Source: an optimization exercise on an open RTL-to-GDS flow (aim: small area, a short achievable clock period and few clock cycles per item). Production flows keep margins and buffers that such runs may drop.
The RTL was checked by simulation tests, not by an equivalence proof against the original design.

build 83:
==> flow/design.v (excerpt) <==
module exponential(input clk, rst, start, input [15:0] x,
                   output done, output [1:0] intpart, output [15:0] fracpart);
  reg  [8:1]  s;           
  wire        idle = ~|s;
  reg  [15:0] u;
  reg  [17:0] r;
  reg  [7:0]  xone, xtwo, xneg;    
  reg         x15;
  always @(posedge clk or posedge rst)
    if (rst) s <= 8'b0;
    else     s <= {s[7:1], idle & start};
  assign done = idle;
  function ge(input [15:0] v, input [15:0] k);
    integer i;
    reg q;
    begin
      q = 1'b1;
      for (i = 0; i < 16; i = i + 1)
        q = k[i] ? (v[i] & q) : (v[i] | q);
      ge = q;
    end
  endfunction
  function [23:0] enc(input [15:0] v);
    integer i;
    reg [16:0] e;
    reg [7:0] o, t, n;
    begin
      e = {v, 1'b0};
      for (i = 0; i < 8; i = i + 1) begin
        o[i] = e[2*i+1] ^ e[2*i];
        t[i] = (e[2*i+2] & ~e[2*i+1] & ~e[2*i]) | (~e[2*i+2] & e[2*i+1] & e[2*i]);
        n[i] = e[2*i+2];
      end
      enc = {o, t, n};
    end
  endfunction
  wire [7:0] eone, etwo, eneg;
  assign {eone, etwo, eneg} = enc(x);
  wire [11:0] g;
  assign g[0] = ge(x, 16'd46904);
  assign g[1] = ge(x, 16'd51031);
  assign g[2] = ge(x, 16'd53627);
  assign g[3] = ge(x, 16'd55899);
  assign g[4] = ge(x, 16'd57544);
  assign g[5] = ge(x, 16'd58980);
  assign g[6] = ge(x, 16'd60309);
  assign g[7] = ge(x, 16'd61357);
  assign g[8] = ge(x, 16'd62481);
  assign g[9] = ge(x, 16'd63365);
  assign g[10] = ge(x, 16'd64192);
  assign g[11] = ge(x, 16'd64957);
  reg [17:0] r0g;
  always @* begin
    casez (g)
      12'b1???????????: r0g = 18'h0FFFF + 18'd13;
  ...
Size: about 1200 cells after synthesis, ~67 flip-flops, about 10000 µm² of cells after synthesis.
Settings: LEC_CHECK=0, CAP_MARGIN=10, CORE_MARGIN=2, CORE_UTILIZATION=55, SETUP_SLACK_MARGIN=3.2, SLEW_MARGIN=10; clock period 9.0 ns.
run.sh (not shown) runs the stock make flow with config.mk's settings and CLKGATE_MAP_FILE= SYNTH_SCRIPT=/design/flow/synth_recipe.tcl, a recipe that flattens the netlist after the stock synthesis.
Build 83 finished every stage and its layout cleared the timing, DRC and antenna checks.
Testbench counts of build 83, summed over its fixed seeds: cycles 72,000, items 8,000.
Modified inputs, build 53 compared to build 83
# build 83
export LEC_CHECK = 0
export CAP_MARGIN = 10
export CORE_MARGIN = 2
export CORE_UTILIZATION = 55
export SETUP_SLACK_MARGIN = 3.2
export SLEW_MARGIN = 10
create_clock -name core_clock -period 9.0 [get_ports {clk}]
# build 53
export LEC_CHECK = 0
export ABC_AREA = 1
export CAP_MARGIN = 20
export CORE_MARGIN = 2
export CORE_UTILIZATION = 40
export SETUP_SLACK_MARGIN = 3
export SLEW_MARGIN = 20
create_clock -name core_clock -period 9.0 [get_ports {clk}]
--- outcome ---
Delta (build 53 minus build 83): proportion of layout cells with a drive suffix above 1 fell by 4.8 points; first-iteration DRC count rose by 17%. Build 53 vs build 83: design area up by more than 10%. Max required time at the endpoint of the critical path across build 53 and build 83: build 53. From build 83 to build 53 the numbers moved as follows: overall global routing resource usage shows a reduction of 4.5 points; placed cell count now sits higher.
The inputs of build 90 differ from those of build 53 as listed below.
# build 53
export LEC_CHECK = 0
export ABC_AREA = 1
export CAP_MARGIN = 20
export CORE_MARGIN = 2
export CORE_UTILIZATION = 40
export SETUP_SLACK_MARGIN = 3
export SLEW_MARGIN = 20
create_clock -name core_clock -period 9.0 [get_ports {clk}]
# build 90
export LEC_CHECK = 0
export CAP_MARGIN = 20
export CORE_MARGIN = 2
export CORE_UTILIZATION = 40
export SETUP_SLACK_MARGIN = 3
export SLEW_MARGIN = 20
create_clock -name core_clock -period 9.0 [get_ports {clk}]
### Flow results
In the metrics for build 53 and build 90, the one carrying the lower total global-route track usage is build 90.
Against build 53 as the reference, build 90 delivers a higher distinct cell type count after synthesis.
Cmp build 90 vs build 53: per-cell routed wire length higher in build 90
On build 90: share of post-route cells with drive strength above 1 is 4.8 points higher than what build 53 gave.
For global-route wire length before repair, dividing the value from build 90 by the value from build 53 gives 0.809.
Total length of routed wires, build 53 and build 90, lower one = build 90.
From build 53 to build 90, flip-flop and latch count did not move at all.
[inputs] build 88 vs build 90
# build 90
export LEC_CHECK = 0
export CAP_MARGIN = 20
export CORE_MARGIN = 2
export CORE_UTILIZATION = 40
export SETUP_SLACK_MARGIN = 3
export SLEW_MARGIN = 20
create_clock -name core_clock -period 9.0 [get_ports {clk}]
# build 88
export LEC_CHECK = 0
export CAP_MARGIN = 20
export CELL_PAD_IN_SITES_DETAIL_PLACEMENT = 0
export CELL_PAD_IN_SITES_GLOBAL_PLACEMENT = 0
export CORE_MARGIN = 2
export CORE_UTILIZATION = 60
export SETUP_SLACK_MARGIN = 3.2
export SLEW_MARGIN = 20
create_clock -name core_clock -period 9.0 [get_ports {clk}]
[summary]
- Summary — layout-stage area growth over the synthesis result, build 88 relative to build 90: lower, by 0.33 points.
- Going from build 90 to build 88, number of placed cells counting well taps now sits lower, final area now sits lower.
Inputs modified between build 88 and build 68:
# build 88
export LEC_CHECK = 0
export CAP_MARGIN = 20
export CELL_PAD_IN_SITES_DETAIL_PLACEMENT = 0
export CELL_PAD_IN_SITES_GLOBAL_PLACEMENT = 0
export CORE_MARGIN = 2
export CORE_UTILIZATION = 60
export SETUP_SLACK_MARGIN = 3.2
export SLEW_MARGIN = 20
create_clock -name core_clock -period 9.0 [get_ports {clk}]
# build 68
export LEC_CHECK = 0
export CAP_MARGIN = 20
export CORE_MARGIN = 2
export CORE_UTILIZATION = 60
export SETUP_SLACK_MARGIN = 2.8
export SLEW_MARGIN = 20
create_clock -name core_clock -period 9.0 [get_ports {clk}]
Results
In terms of hold slack, build 68 and build 88 differ only marginally.
On relative area of clock buffers and inverters in the final design, build 88 tracks build 68 almost exactly.
Looking at core utilization, build 68 sits 1.0 points lower than build 88 does.
Build 68 reports a lower first-pass GRT wire length than build 88 does.
Build 68 vs build 88 — fraction of area in registers dropped 0.30 points.
Buffer count from post-CTS setup fixing on build 68 is down relative to build 88.
~same routed wire length in build 88 and build 68
Compared build 68 vs build 88, and summed area of non-filler cells in the final layout is down in build 68.
Fmax | build 68 vs build 88 | build 68 slower
Build 68 vs build 88 — final critical delay including setup and external delays rose 0.28 ns.


Starting RTL as in the previous note.
Settings: LEC_CHECK=0, CAP_MARGIN=5, CORE_MARGIN=2, CORE_UTILIZATION=60, SETUP_SLACK_MARGIN=3.2, SLEW_MARGIN=5; clock period 9.0 ns.
Testbench counts at the start, summed over its fixed seeds: cycles 72,000, items 8,000.
Next try:
--- a/flow/config.mk
+++ b/flow/config.mk
@@ -8 +8 @@
-export CAP_MARGIN = 5
+export CAP_MARGIN = 10
@@ -10,3 +10,3 @@
-export CORE_UTILIZATION = 60
-export SETUP_SLACK_MARGIN = 3.2
-export SLEW_MARGIN = 5
+export CORE_UTILIZATION = 65
+export SETUP_SLACK_MARGIN = 3.3
+export SLEW_MARGIN = 10
Result: The changed run completed without violations. Sequential cell count does not change. Die area fell by a little under a tenth. Hold slack is better by 0.0074 ns. Core utilization went up by 5.9 points. Design area is about the same. First-iteration DRC count climbs slightly. Setup slack is better by 0.034 ns.
Next try:
--- a/flow/config.mk
+++ b/flow/config.mk
@@ -8 +8 @@
-export CAP_MARGIN = 10
+export CAP_MARGIN = 20
@@ -10,3 +10,3 @@
-export CORE_UTILIZATION = 65
-export SETUP_SLACK_MARGIN = 3.3
-export SLEW_MARGIN = 10
+export CORE_UTILIZATION = 50
+export SETUP_SLACK_MARGIN = 3.2
+export SLEW_MARGIN = 20
- The new run finished clean
- first-iteration DRC count went down by 9.8%
- via count is lower by 2.0%
- cell area is about the same
- setup slack loses 0.11 ns
- critical path depth shrinks by 1
Next try:
--- a/flow/config.mk
+++ b/flow/config.mk
@@ -10,2 +10,2 @@
-export CORE_UTILIZATION = 50
-export SETUP_SLACK_MARGIN = 3.2
+export CORE_UTILIZATION = 75
+export SETUP_SLACK_MARGIN = 3.4
After rerunning: Maximum frequency increases by 2.6%; via count increases by 8.4%; area after synthesis is unchanged; first-iteration DRC count increases by 97%; global-route usage increases by 12 points; synthesized cell count is unchanged; hold slack is worse by 0.0077 ns; sequential share of layout area hardly moves; final cell count decreases by 5.1%.
Next try:
--- a/flow/config.mk
+++ b/flow/config.mk
@@ -10,2 +10,2 @@
-export CORE_UTILIZATION = 75
-export SETUP_SLACK_MARGIN = 3.4
+export CORE_UTILIZATION = 40
+export SETUP_SLACK_MARGIN = 3.6
Core utilization came out lower by 37 points; design area came out higher by 8.2%; worst setup slack gets better by 0.22 ns; routed wire length came out higher by 4.1%; die area came out higher by 84%; clock-buffer cell count came out lower by 1.
Next try:
--- a/flow/config.mk
+++ b/flow/config.mk
@@ -7,0 +8 @@
+export ABC_CLOCK_PERIOD_IN_PS = 4000
@@ -11 +12 @@
-export SETUP_SLACK_MARGIN = 3.6
+export SETUP_SLACK_MARGIN = 3
What happened: Sequential share of layout area went up by 0.84 points; cell count went down by a few percent; final area went down by roughly a tenth; global-route usage barely changes; worst setup slack got worse by 0.46 ns; count of clock-buffer cells in the layout stays the same.


P:
exponential again, from the RTL that the note above started with.
Design exponential, start of the top module:
module exponential(input clk, rst, start, input [15:0] x,
                   output done, output [1:0] intpart, output [15:0] fracpart);
export LEC_CHECK = 0
export CAP_MARGIN = 20
export CORE_MARGIN = 2
export CORE_UTILIZATION = 55
export SETUP_SLACK_MARGIN = 3.4
export SLEW_MARGIN = 20
create_clock -name core_clock -period 9.0 [get_ports {clk}]
Testbench counts of P, summed over its fixed seeds: cycles 72,000, items 8,000.
Edits applied to the flow inputs when going from P to Q:
# P
export LEC_CHECK = 0
export CAP_MARGIN = 20
export CORE_MARGIN = 2
export CORE_UTILIZATION = 55
export SETUP_SLACK_MARGIN = 3.4
export SLEW_MARGIN = 20
create_clock -name core_clock -period 9.0 [get_ports {clk}]
# Q
export LEC_CHECK = 0
export CAP_MARGIN = 10
export CORE_MARGIN = 2
export CORE_UTILIZATION = 55
export SETUP_SLACK_MARGIN = 3.3
export SLEW_MARGIN = 10
create_clock -name core_clock -period 9.0 [get_ports {clk}]
==> notes.md <==
P ended up with u[12] as its capture point of the worst path; Q ended up with u[13]. Relative to P, the wire length of Q is lower by 1100 um. Looking at post-layout worst setup margin, Q sits 35 ps above P. Critical path depth: Q and P compared, higher one is Q. Q vs. P: met1 global-route usage shows an increase of 0.24 points; post-placement worst setup slack went up by 21 ps; post-route minimum period went down by 35 ps. Taking P as the reference, in Q endpoint required time on the critical path closely matched the old numbers.

## static timing again, ports no longer ideal
No port has a modelled driver above. Below, the same layouts with a new extraction and two added sets of constraints.
Step 1, drivers: a clkbuf_16 drives clk and a buf_2 each remaining input, both assumed.
Step 2 moves the port delays by t, midway between the first and last clock arrival at a register: inputs arrive t later, outputs are due t later. That takes back most of the time a late clock gives input paths.
a / b / c = ideal ports / drivers / drivers and shift; a / b = the first two.
run | t, ns | setup slack, ns | slew at the worst register clock pin (ns)
build 83 | 0.379 | 3.435 / 3.435 / 3.435 | 0.07 / 0.07
build 53 | 0.398 | 3.426 / 3.426 / 3.426 | 0.07 / 0.07
build 90 | 0.387 | 3.275 / 3.275 / 3.275 | 0.07 / 0.07
build 88 | 0.381 | 3.446 / 3.446 / 3.446 | 0.06 / 0.06
build 68 | 0.381 | 3.162 / 3.162 / 3.162 | 0.06 / 0.06
the first run of note 2 | 0.381 | 3.446 / 3.446 / 3.446 | 0.06 / 0.06
the second run of note 2 | 0.373 | 3.480 / 3.480 / 3.480 | 0.06 / 0.06
the third run of note 2 | 0.380 | 3.371 / 3.371 / 3.371 | 0.07 / 0.07
the fourth run of note 2 | 0.379 | 3.514 / 3.473 / 3.574 | 0.06 / 0.06
the fifth run of note 2 | 0.393 | 3.732 / 3.732 / 3.732 | 0.07 / 0.07
the sixth run of note 2 | 0.387 | 3.275 / 3.275 / 3.275 | 0.07 / 0.07
P | 0.380 | 3.532 / 3.532 / 3.532 | 0.07 / 0.07
Q | 0.373 | 3.567 / 3.549 / 3.567 | 0.07 / 0.07
After both steps every run listed still meets setup and hold.
